What follows belongs to an exercise in optimizing a design on an open flow for small area; a production flow would make more cautious choices. In this exercise RTL edits were held to simulation tests only and were not proved equivalent to the original. No activity file was given, so power comes from the tool's default toggle rates.

## design/flow/constraint.sdc

```tcl
create_clock -name core_clock -period 10.0 [get_ports {clk}]
set_input_delay 2.0000 -clock core_clock [delete_from_list [all_inputs] [get_ports {clk}]]
set_output_delay 2.0000 -clock core_clock [all_outputs]
set_load 0.01 [all_outputs]
```

## design/flow/design.v

```verilog
module fifo_latch
    #(parameter FIFO_WIDTH = 64,  
    parameter integer unsigned FIFO_DEPTH = 8,    
    parameter FIFO_BITS = $clog2(FIFO_DEPTH)      
    )
    (output logic [FIFO_WIDTH-1:0] data_out,  
    output logic [FIFO_BITS:0] fifo_counter,  
    output logic fifo_full,          
    output logic fifo_half,          
    output logic fifo_empty,         
    input logic [FIFO_WIDTH-1:0] data_in,  
    input logic read_n,                 
    input logic write_n,                
    input logic clk, 
    input logic reset_n);              
logic [FIFO_WIDTH-1:0] fifo_mem [0:FIFO_DEPTH-1];
logic  [FIFO_BITS:0] read_pointer;  
logic [FIFO_BITS:0] write_pointer;  
always_comb begin
    fifo_counter = (write_pointer >= read_pointer) ? (write_pointer - read_pointer + 1'b1) : (FIFO_DEPTH + write_pointer - read_pointer +1'b1);
    fifo_full = (fifo_counter == FIFO_DEPTH-1) ? 1'b1 : 1'b0;
    fifo_half = (fifo_counter >= (FIFO_DEPTH >> 1)) ? 1'b1 : 1'b0;
    fifo_empty = (fifo_counter == 1) ? 1'b1 : 1'b0;
end  
always_ff @ (posedge clk or negedge reset_n) 
    if (!reset_n) 
        read_pointer <= '0;
    else if (!read_n) begin
        if (!fifo_empty) begin
            if (read_pointer >= FIFO_DEPTH-1'b1) 
                read_pointer <= '0;
            else
                read_pointer <= read_pointer + 1'b1;
        end
    end
always_ff @ (posedge clk or negedge reset_n)
    if (!reset_n)
        write_pointer <= '0;
    else if (!write_n) begin
        if (!fifo_full) begin
            if (write_pointer >= FIFO_DEPTH-1'b1) 
                write_pointer <= '0;
            else
                write_pointer <= write_pointer + 1'b1;
        end
    end
always_ff @(posedge clk)
    if (!write_n)
        fifo_mem[write_pointer[FIFO_BITS-1:0]] <= data_in;
always_ff  @(negedge clk or negedge reset_n)
    if (!reset_n)
        data_out <= '0;
    else if (!read_n) 
        data_out <= fifo_mem[read_pointer];
endmodule  
module channel_ctrl
    #(parameter integer unsigned WIDTH = 64,   
    parameter integer unsigned MAIN_FIFO_BITS = 12,
    parameter integer unsigned LOCAL_FIFO_DEPTH = 8) 
    (output logic [WIDTH-2:0] channel_event,  
    output logic [9:0] adc_word,  
    output logic fifo_empty,     
    output logic triggered_natural,   
    output logic csa_reset,      
    output logic sample,         
    output logic clk_out,        
    input logic channel_enabled,  
    input logic hit,             
    input logic [9:0] dout,      
    input logic done,            
    input logic [7:0] chip_id,   
    input logic [5:0] channel_id, 
    input logic [7:0] adc_burst, 
    input logic [7:0] adc_hold_delay, 
    input logic [31:0] timestamp_32b,      
    input logic unsigned [7:0] reset_length,    
    input logic enable_dynamic_reset,   
    input logic cds_mode,            
    input logic mark_first_packet,  
    input logic read_local_fifo_n,   
    input logic external_trigger,      
    input logic cross_trigger,         
    input logic periodic_trigger,    
    input logic periodic_reset,    
    input logic enable_min_delta_adc,  
    input logic threshold_polarity,  
    input logic [9:0] dynamic_reset_threshold,  
    input logic [9:0] digital_threshold,  
    input logic [7:0] min_delta_adc,  
    input logic fifo_full,             
    input logic fifo_half,             
    input logic enable_local_fifo_diagnostics, 
    input logic channel_mask,          
    input logic external_trigger_mask, 
    input logic cross_trigger_mask,        
    input logic periodic_trigger_mask,  
    input logic enable_periodic_trigger_veto,  
    input logic enable_hit_veto,  
    input logic clk,         
    input logic reset_n);    
localparam LOCAL_FIFO_BITS = $clog2(LOCAL_FIFO_DEPTH);  
enum logic [3:0]  
            {IDLE = 4'h0,
            SAMPLE = 4'h1,
            GET_RESET_SAMPLE = 4'h2,
            RESET_CSA = 4'h3,
            CONVERT = 4'h4,
            SAR_DONE = 4'h5,
            SAVE_RESET_SAMPLE = 4'h6,
            REQUEST_READOUT = 4'h7,
            TRANSFER_RESET_SAMPLE = 4'h8,
            WAIT_STATE = 4'h9, 
            TRANSFER_ADC_CODE = 4'ha,
            MODE_RESET = 4'hb} State, Next;
logic triggered_external;    
logic triggered_cross;       
logic triggered_periodic;     
logic triggered_channel;     
logic [1:0] trigger_type;  
logic [1:0] trigger_type_latched;  
logic [7:0] sample_counter;
logic [31:0] timestamp_latched;  
logic strobe_en;   
logic [7:0] adc_burst_counter;  
logic [2:0] wait_counter;  
logic unsigned [7:0] reset_counter;  
logic [WIDTH-2:0] pre_event;  
logic [WIDTH-2:0] reset_event;  
logic [WIDTH-2:0] fifo_event;  
logic [10:0] delta_adc;  
logic [9:0] previous_adc_word;  
logic first_conversion;  
logic periodic_reset_triggered;  
logic csa_reset_triggered;  
logic csa_reset_held;  
logic csa_reset_flag;  
logic last_call;  
logic final_conversion;  
logic readout_mode;  
logic have_reset_sample;  
logic write_local_fifo_n;  
logic [LOCAL_FIFO_BITS:0] local_fifo_counter;  
logic local_fifo_full;  
logic local_fifo_half;  
logic strobe_BAR;  
always_comb clk_out = 1'b0;
always_comb begin
    triggered_natural = hit & ~channel_mask;
    triggered_external = (external_trigger & ~external_trigger_mask);
    triggered_cross = (cross_trigger & ~cross_trigger_mask);
    triggered_periodic = (periodic_trigger & ~periodic_trigger_mask
        & ~(hit & enable_periodic_trigger_veto) & (State == IDLE)); 
    triggered_channel = (triggered_natural | triggered_external
        | triggered_cross | triggered_periodic);
    case ({triggered_natural,triggered_external,
            triggered_cross,triggered_periodic}) 
        4'b1000: trigger_type = 2'b00;
        4'b0100: trigger_type = 2'b01;
        4'b0010: trigger_type = 2'b10;
        4'b0001: trigger_type = 2'b11;
        default: trigger_type = 2'b00;
    endcase
end  
always_comb begin
    csa_reset = ( csa_reset_triggered
                | csa_reset_flag 
                | periodic_reset_triggered);
end  
always_comb begin
    if (have_reset_sample)
        fifo_event = reset_event;
    else
        fifo_event = pre_event;
end  
always_ff @(posedge clk or negedge reset_n) begin
    if (!reset_n) begin
        csa_reset_held <= 1'b0;
        csa_reset_flag <= 1'b0;      
        reset_counter <= 8'h00; 
    end
    else begin
        if (csa_reset_triggered & (reset_length >= 8'h01) ) begin
            if (reset_counter < (reset_length - 1'b1)) begin
                csa_reset_flag <= 1'b1;
                csa_reset_held <= 1'b1;
                reset_counter <= reset_counter + 1'b1;
            end
        end
        if (csa_reset_flag & (!csa_reset_triggered)) begin
            if (reset_counter < (reset_length - 2'b10) ) begin
                csa_reset_held <= 1'b1;
                reset_counter <= reset_counter + 1'b1;
            end
            else begin  
                csa_reset_held <= 1'b0;
                reset_counter <= 8'h00;
                csa_reset_flag <= 1'b0;
            end
        end
        else begin 
            csa_reset_held <= 1'b0;
            reset_counter <= 8'h00;
        end
    end
end  
always_ff @(posedge clk or negedge reset_n) begin
    if (!reset_n)
        State <= IDLE;
    else
        State <= Next;
end  
always_comb begin
    case (State)
        IDLE:   if (channel_enabled) begin
                    if (triggered_channel)      Next = SAMPLE; 
                    else if ((cds_mode == 1'b1)
                            && (have_reset_sample == 1'b0)
                            && (adc_burst_counter == 1'b0)) 
                                                Next = GET_RESET_SAMPLE;
                    else                        Next = IDLE;
                end
                else                        Next = IDLE;
        SAMPLE: if (trigger_type_latched != 2'b00)  Next = RESET_CSA;
                else if (sample_counter < adc_hold_delay) Next = SAMPLE;
                else if (adc_burst_counter < adc_burst) Next = RESET_CSA;
                else if (enable_hit_veto & !hit) Next = IDLE; 
                else                        Next = RESET_CSA;
        GET_RESET_SAMPLE: if ((sample_counter < adc_hold_delay)
                            && (adc_burst_counter < adc_burst)) 
                                            Next = GET_RESET_SAMPLE;
                else                        Next = CONVERT;
        RESET_CSA: if (!first_conversion & enable_dynamic_reset)   Next = CONVERT; 
                else if (adc_burst >= adc_burst_counter) Next = CONVERT;
                else if (reset_counter >= reset_length)   Next = CONVERT;
                else                        Next = CONVERT;
        CONVERT:  if (done == 1'b1)       Next = SAR_DONE;
                else                        Next = CONVERT;
        SAR_DONE: if ((cds_mode == 1'b1)
                        && (have_reset_sample == 1'b0)
                        && (adc_burst_counter == 1'b0)) Next = SAVE_RESET_SAMPLE;
                  else Next = REQUEST_READOUT;
        SAVE_RESET_SAMPLE: Next = IDLE;
        REQUEST_READOUT: if (!local_fifo_full) begin
                            if (have_reset_sample == 1'b1) Next = TRANSFER_RESET_SAMPLE;
                            else              Next = TRANSFER_ADC_CODE;
                            end
                else                        Next = REQUEST_READOUT;
        TRANSFER_RESET_SAMPLE:              Next = WAIT_STATE;
        WAIT_STATE:   if (wait_counter >= 3'b100)  Next = TRANSFER_ADC_CODE;
                    else                            Next = WAIT_STATE;
        TRANSFER_ADC_CODE: if (adc_burst == 8'h00)   Next = IDLE;
                  else if ((adc_burst_counter >= adc_burst) 
                        && (adc_burst > 8'h00)) Next = IDLE;
                  else if (final_conversion == 1'b1)   Next = IDLE;
                  else                      Next = SAMPLE;
        MODE_RESET: if (reset_counter >= reset_length) Next = IDLE;
                  else                      Next = MODE_RESET;
        default:                            Next = IDLE;
    endcase
end  
always_ff @(posedge clk  or negedge reset_n) begin
    if (!reset_n) begin
        pre_event <= 63'b0;
        reset_event <= 63'b0;
        csa_reset_triggered <= 1'b1;
        periodic_reset_triggered <= 1'b0;
        sample <= 1'b1;
        strobe_en <= 1'b0;
        adc_word <= 8'b0;
        sample_counter <= 8'b0;
        adc_burst_counter <= 8'b0;
        timestamp_latched <= 32'b0;
        trigger_type_latched <= 2'b0;
        write_local_fifo_n <= 1'b1;
        previous_adc_word <= 8'b0;
        delta_adc <= 9'h1ff;
        first_conversion <= 1'b1;
        final_conversion <= 1'b0;
        readout_mode <= 1'b0;
        last_call <= 1'b0;
        have_reset_sample <= 1'b0;
        wait_counter <= 3'b0;
    end else begin
        csa_reset_triggered <= 1'b0;
        periodic_reset_triggered <= 1'b0;
        sample <= 1'b0;
        strobe_en <= 1'b0;
        write_local_fifo_n <= 1'b1;
        readout_mode <= 1'b0;
        case(Next)
            IDLE:       begin
                            pre_event <= 63'b0;
                            sample <= 1'b1;
                            adc_burst_counter <= 8'b0;
                            trigger_type_latched <= 2'b0;
                            adc_word <= 8'b0;
                            first_conversion <= 1'b1;
                            final_conversion <= 1'b0;
                            delta_adc <= 9'h1ff;
                            previous_adc_word <= 8'b0;
                            last_call <= 1'b0;
                            wait_counter <= 3'b0;
                            if (periodic_reset) begin
                                periodic_reset_triggered <= 1'b1;
                            end
                        end
            SAMPLE:     begin
                            adc_word <= 8'b0;
                            sample_counter <= sample_counter + 1'b1;
                            if (adc_burst_counter >= adc_burst)
                                trigger_type_latched <= trigger_type;
                            sample <= 1'b1;
                            if (last_call) begin
                                final_conversion <= 1'b1;
                            end
                        end
            GET_RESET_SAMPLE: begin
                            adc_word <= 8'b0;
                            timestamp_latched <= timestamp_32b[27:0];
                            sample_counter <= sample_counter + 1'b1;
                        end
            RESET_CSA:  begin
                            timestamp_latched <= timestamp_32b[27:0];
                            if (mark_first_packet) begin
                                if (first_conversion) begin 
                                    timestamp_latched[27] <= 1'b1; 
                                end
                                else begin
                                    timestamp_latched[27] <= 1'b0; 
                                end
                            end
                            if ( ((reset_counter <= reset_length) 
                                && (first_conversion & (adc_burst == 8'h00)))
                                && (!enable_dynamic_reset)
                                && (!enable_min_delta_adc) 
                                || (adc_burst_counter == (adc_burst-1'b1) )
                                || (final_conversion == 1'b1)) begin
                                csa_reset_triggered <= 1'b1;
                            end
                        end
            CONVERT:  begin 
                            first_conversion <= 1'b0;
                            last_call <= 1'b0;
                            sample_counter <= 16'b0;
                        end  
            SAR_DONE:  begin
                           adc_word <= dout;
                           sample <= 1'b1;
                        end
            SAVE_RESET_SAMPLE: begin
                             have_reset_sample <= 1'b1;
                             reset_event[1:0] <= 2'b01;  
                             reset_event[9:2] <= chip_id;
                             reset_event[15:10] <= channel_id;
                             reset_event[43:16] <= timestamp_latched[27:0];
                             reset_event[45:44] <= 2'b11;  
                             reset_event[55:46] <= adc_word;
                             reset_event[57:56] <= trigger_type_latched;
                             reset_event[59:58] <= {fifo_full,fifo_half};
                             reset_event[61:60] <= {local_fifo_full,local_fifo_half};
                             reset_event[62] <= 1'b1;  
                            if (enable_local_fifo_diagnostics) begin
                                reset_event[43:40] <= local_fifo_counter;
                            end
                            sample <= 1'b1;  
                            end  
            REQUEST_READOUT:begin
                             readout_mode       <= 1'b1;
                             pre_event[1:0]     <= 2'b01;  
                             pre_event[9:2]     <= chip_id;
                             pre_event[15:10]   <= channel_id;
                             pre_event[43:16]   <= timestamp_latched[27:0];
                             pre_event[44]      <= 1'b0;
                             pre_event[45]      <= cds_mode;
                             pre_event[55:46]   <= adc_word;
                             pre_event[57:56]   <= trigger_type_latched;
                             pre_event[59:58]   <= {fifo_full,fifo_half};
                             pre_event[61:60]   <= {local_fifo_full,local_fifo_half};
                             pre_event[62]      <= 1'b1;  
                            if (enable_local_fifo_diagnostics) begin
                                pre_event[43:40] <= local_fifo_counter;
                            end
                            if (threshold_polarity)
                                delta_adc <= adc_word - previous_adc_word;
                            else
                                delta_adc <= previous_adc_word - adc_word;
                            previous_adc_word <= adc_word;
                            sample <= 1'b1;  
                            end  
            TRANSFER_RESET_SAMPLE: begin
                            readout_mode <= 1'b1;
                            write_local_fifo_n <= 1'b0;
                            sample <= 1'b1;
                            end
            WAIT_STATE: begin
                            have_reset_sample <= 1'b0;  
                            wait_counter <= wait_counter + 1'b1;
                            sample <= 1'b1;      
                        end                    
            TRANSFER_ADC_CODE:   begin
                            readout_mode <= 1'b1;
                            adc_burst_counter <= adc_burst_counter + 1'b1;
                            if (adc_word >= digital_threshold)
                                write_local_fifo_n <= 1'b0;
                            sample <= 1'b1;
                            if ( (enable_dynamic_reset & threshold_polarity)
                                && (adc_word >= dynamic_reset_threshold) )
                                last_call <= 1'b1;
                            else if ( (enable_dynamic_reset & !threshold_polarity) 
                                && (adc_word <= dynamic_reset_threshold) )
                                last_call <= 1'b1;
                            else if ( (enable_min_delta_adc)
                            && (delta_adc[9:0] < min_delta_adc) )
                                last_call <= 1'b1;
                            if (final_conversion) last_call <= 1'b0;
                        end
            MODE_RESET:  begin
                            readout_mode <= 1'b1;
                            csa_reset_triggered <= 1'b1;
                            sample <= 1'b1;
                        end
            default:    ;
        endcase
    end
end  
fifo_latch
    #(.FIFO_WIDTH(WIDTH-1),
    .FIFO_DEPTH(LOCAL_FIFO_DEPTH),
    .FIFO_BITS(LOCAL_FIFO_BITS)
    ) fifo_inst (
    .data_out       (channel_event),
    .fifo_counter   (local_fifo_counter),
    .fifo_full      (local_fifo_full),
    .fifo_half      (local_fifo_half),
    .fifo_empty     (fifo_empty),
    .data_in        (fifo_event),
    .read_n         (read_local_fifo_n),
    .write_n        (write_local_fifo_n),
    .clk            (clk),
    .reset_n        (reset_n)
    );
endmodule
```

## design/flow/config.mk

```make
export PLATFORM = sky130hd
export DESIGN_NAME = channel_ctrl
export DESIGN_NICKNAME = channel_ctrl
export VERILOG_FILES = /design/flow/design.v
export SDC_FILE = /design/flow/constraint.sdc
export NUM_CORES = 4
export LEC_CHECK = 0
export CAP_MARGIN = 20
export CORE_MARGIN = 2
export CORE_UTILIZATION = 40
export SLEW_MARGIN = 20
```

## design/flow/run.sh

```bash
#!/bin/bash
# synth_recipe.tcl (not shown) runs the flow's synth.tcl, then flattens the netlist and writes it again
# the make line also repeats each setting of config.mk as NAME=value (left out here)
make -C /OpenROAD-flow-scripts/flow DESIGN_CONFIG=/design/flow/config.mk WORK_HOME=/design/flow/orfs CLKGATE_MAP_FILE= SYNTH_SCRIPT=/design/flow/synth_recipe.tcl finish
```

==> results.json <==
{
  "status": "complete, no violations",
  "cts_max_level": 3,
  "grtUsageTotal": 0.180,
  "hold_viol": 0,
  "synth_largest_area_cell": "edfxtp_1",
  "ys_seq_elements": 766,
  "layout_commonest_cell": "edfxtp_1",
  "routabilityCongestion": 0.823,
  "hpwl_um": 46200,
  "crit_arrival_ns": 6.71,
  "ir_drop_uv": 153,
  "critPathMaxFanout": 2,
  "synth.avg_cell_area_sq_um": 15.2,
  "crit_type": "reg2out",
  "seqPwrFrac": 0.409,
  "fp.coreArea_sq_um": 82200,
  "ys_async_sr_fraction": 0.363,
  "routedWlPerCell_um": 21.4,
  "p_sw_frac": 0.328,
  "area_growth_pct": 17.9,
  "grt_first_pass_wirelength_um": 118000,
  "drc": 0,
  "tightestPinTransition_ns": 1.15,
  "drive_above_1_share": 0.184,
  "ctsRootBufferMaster": "clkbuf_16",
  "clk_latency_ns": 0.63,
  "drv_cap": 0,
  "die_area_sq_um": 85500,
  "setup-tns-final_ns": 0,
  "synth_cells": 2184,
  "synth-simple-area-share": 0.0537,
  "p_clk_frac": 0.267,
  "p_sw_mw": 3.74,
  "synth.distinct_cells": 85,
  "critical_path.max_stage_delay_ns": 0.58,
  "totalWireLength_um": 75900,
  "slew_headroom": 0.236,
  "final_antenna_net_count": 0,
  "synth-xor-area-share": 0.0113,
  "intPower_mw": 7.64,
  "required_ns": 8.00,
  "via_per_inst": 5.32,
  "cp_top_family": "buffers and inverters",
  "vias": 18800,
  "cts_setup_buffers": 0,
  "first_pass_iters": 5,
  "leakagePower_nw": 15.0,
  "synth_top_family_by_area": "multiplexers",
  "antenna_found_initial": 4,
  "yosys_warnings": 2,
  "fp.dieW_um": 292,
  "synth.top_cell.area_share": 0.440,
  "power.density_nw_per_um2": 290,
  "grt_max_degree": 116,
  "fin_util": 0.477,
  "synth_area_leaders": "edfxtp_1, dfrtp_1, mux4_2, dfrtn_1, ha_1",
  "cts_max_path_buffers": 3,
  "synth_flop_cell": "edfxtp_1",
  "end_kind": "output pin",
  "critPathLaunchType": "flop",
  "synth-compound-area-share": 0.0636,
  "finalClockSkew_ns": 0.0377,
  "grt_pass1_vias": 19700,
  "grt_setup_unrepaired": "no",
  "cts_resized": 0,
  "cts_buffers": 83,
  "setup_viol": 0,
  "whs_ns": 0.429,
  "yosys-mux-area-fraction": 0.154,
  "globalRoute.totalOverflow": 0,
  "critical_path_buf_inv_count": 1,
  "synthesis.area_sq_um": 33300,
  "cts.clk_slew.worst_paths_ns": 0.04,
  "port_buffers": 203,
  "nNetsFinal": 2638,
  "io_pins": 210,
  "cts-hold-fix-buffers": 0,
  "clkSinkCount": 766,
  "drt_iter0_markers": 1300,
  "worstPathCellList": "clkdlybuf4s50_1",
  "synth_fa_ha_area_frac": 0.0408,
  "placementRows": 105,
  "final_cell_mix": "edfxtp_1, nand2_1, dfrtp_1, clkdlybuf4s50_1, o21ai_0",
  "synth_seq_area_share": 0.650,
  "min_path_type": "reg2reg",
  "synth_edf_count": 488,
  "crit_slowest_cell": "clkdlybuf4s50_1",
  "die_h_um": 292,
  "slew_viol_final": 0,
  "pwr-share-comb": 0.324,
  "cts_tree": "built",
  "initial_core_util": 0.405
}
==> final timing paths <==
path,start,endpoint,slack [ns],cells after the start
max,fifo_inst.data_out[57],channel_event[57],1.29,1
min,fifo_inst.data_out[35],fifo_inst.data_out[35],0.43,2
max reg2reg,fifo_inst.read_pointer[0],fifo_inst.data_out[53],2.17,4
min reg2reg,fifo_inst.data_out[35],fifo_inst.data_out[35],0.43,2
max in group asynchronous,reset_n,fifo_inst.data_out[61],2.82,2
min in group asynchronous,reset_n,reset_event[6],1.43,1
==> stage by stage <==
stage / power (mW) / instances / setup WS, ns / cell area (sq um)
floorplan: 7.09 / 2185 / 2.25 / 33300
global placement: 8.36 / 3385 / 1.56 / 36500
detailed placement: 8.48 / 3385 / 1.53 / 36500
CTS: 11.5 / 3540 / 1.27 / 39200
global route: 12.0 / 3540 / 1.22 / 39200
finish: 11.4 / 3541 / 1.29 / 39200
==> Yosys cell counts (11+ instances only) <==
| cell type | count |
|---|---|
| dfrtp_1 | 204 |
| nor2b_1 | 11 |
| nand2b_1 | 13 |
| xor2_1 | 11 |
| nand3_1 | 24 |
| dfrtn_1 | 61 |
| o21ai_1 | 13 |
| dfstp_2 | 13 |
| a211oi_1 | 14 |
| clkbuf_1 | 60 |
| inv_1 | 104 |
| mux2i_1 | 78 |
| nand4_1 | 14 |
| mux2_2 | 82 |
| a21o_1 | 16 |
| mux4_2 | 122 |
| nor2_1 | 45 |
| buf_1 | 20 |
| ha_1 | 102 |
| mux2_4 | 45 |
| o22ai_1 | 21 |
| o21ai_0 | 170 |
| a21oi_1 | 22 |
| edfxtp_1 | 488 |
| xnor2_1 | 32 |
| nor3_1 | 16 |
| nand2_1 | 220 |
==> sequential cells by signal, summed over array words and instances, names as in the netlist, 9 cells and up <==
signal,cells
fifo_inst.data_out,61
adc_word,10
previous_adc_word,9
delta_adc,10
fifo_inst.fifo_mem,488
pre_event,51
reset_event,59
timestamp_latched,28
==> worst reg2reg max path: stages (launching register included) <==
cell	delay, ns
dfrtp_4	0.89
buf_4	0.63
mux4_2	0.58
mux2i_1	0.37
o21ai_0	0.13
==> cells by family after synthesis <==
logic type                 after synthesis
muxes                                  327
and+or+nand+nor                        389
other                                    1
DFF                                    766
adders and majority gates              106
AOI/OAI and AO/OA                      341
buffers and inverters                  211
xor gates and xnor gates                43
==> metal layers <==
metal,vias up,global-route usage,share of wire
met5,-,0,0.00030
met4,4,0.0497,0.018
met3,104,0.0313,0.054
met2,442,0.294,0.48
met1,9645,0.247,0.44
li1,8647,-,-
==> power groups by stage <==
stage	Combinational [mW]	Clock, mW	Sequential, mW
after floorplan	2.54	0	4.55
after global placement	3.66	0	4.69
after detailed placement	3.75	0	4.73
after CTS	3.77	3.11	4.67
after global routing	4.05	3.24	4.74
final	3.69	3.03	4.65
==> cell type report <==
type / count / area (sq um)
clock inverters: 30 / 300
clock buffers: 125 / 2430
fillers: 7044 / 43000
inverters: 106 / 402
flip-flops and latches: 766 / 21600
well taps: 1070 / 1340
multi-input cells: 1208 / 10800
diodes: 1 / 2.50
repair buffers: 235 / 2290
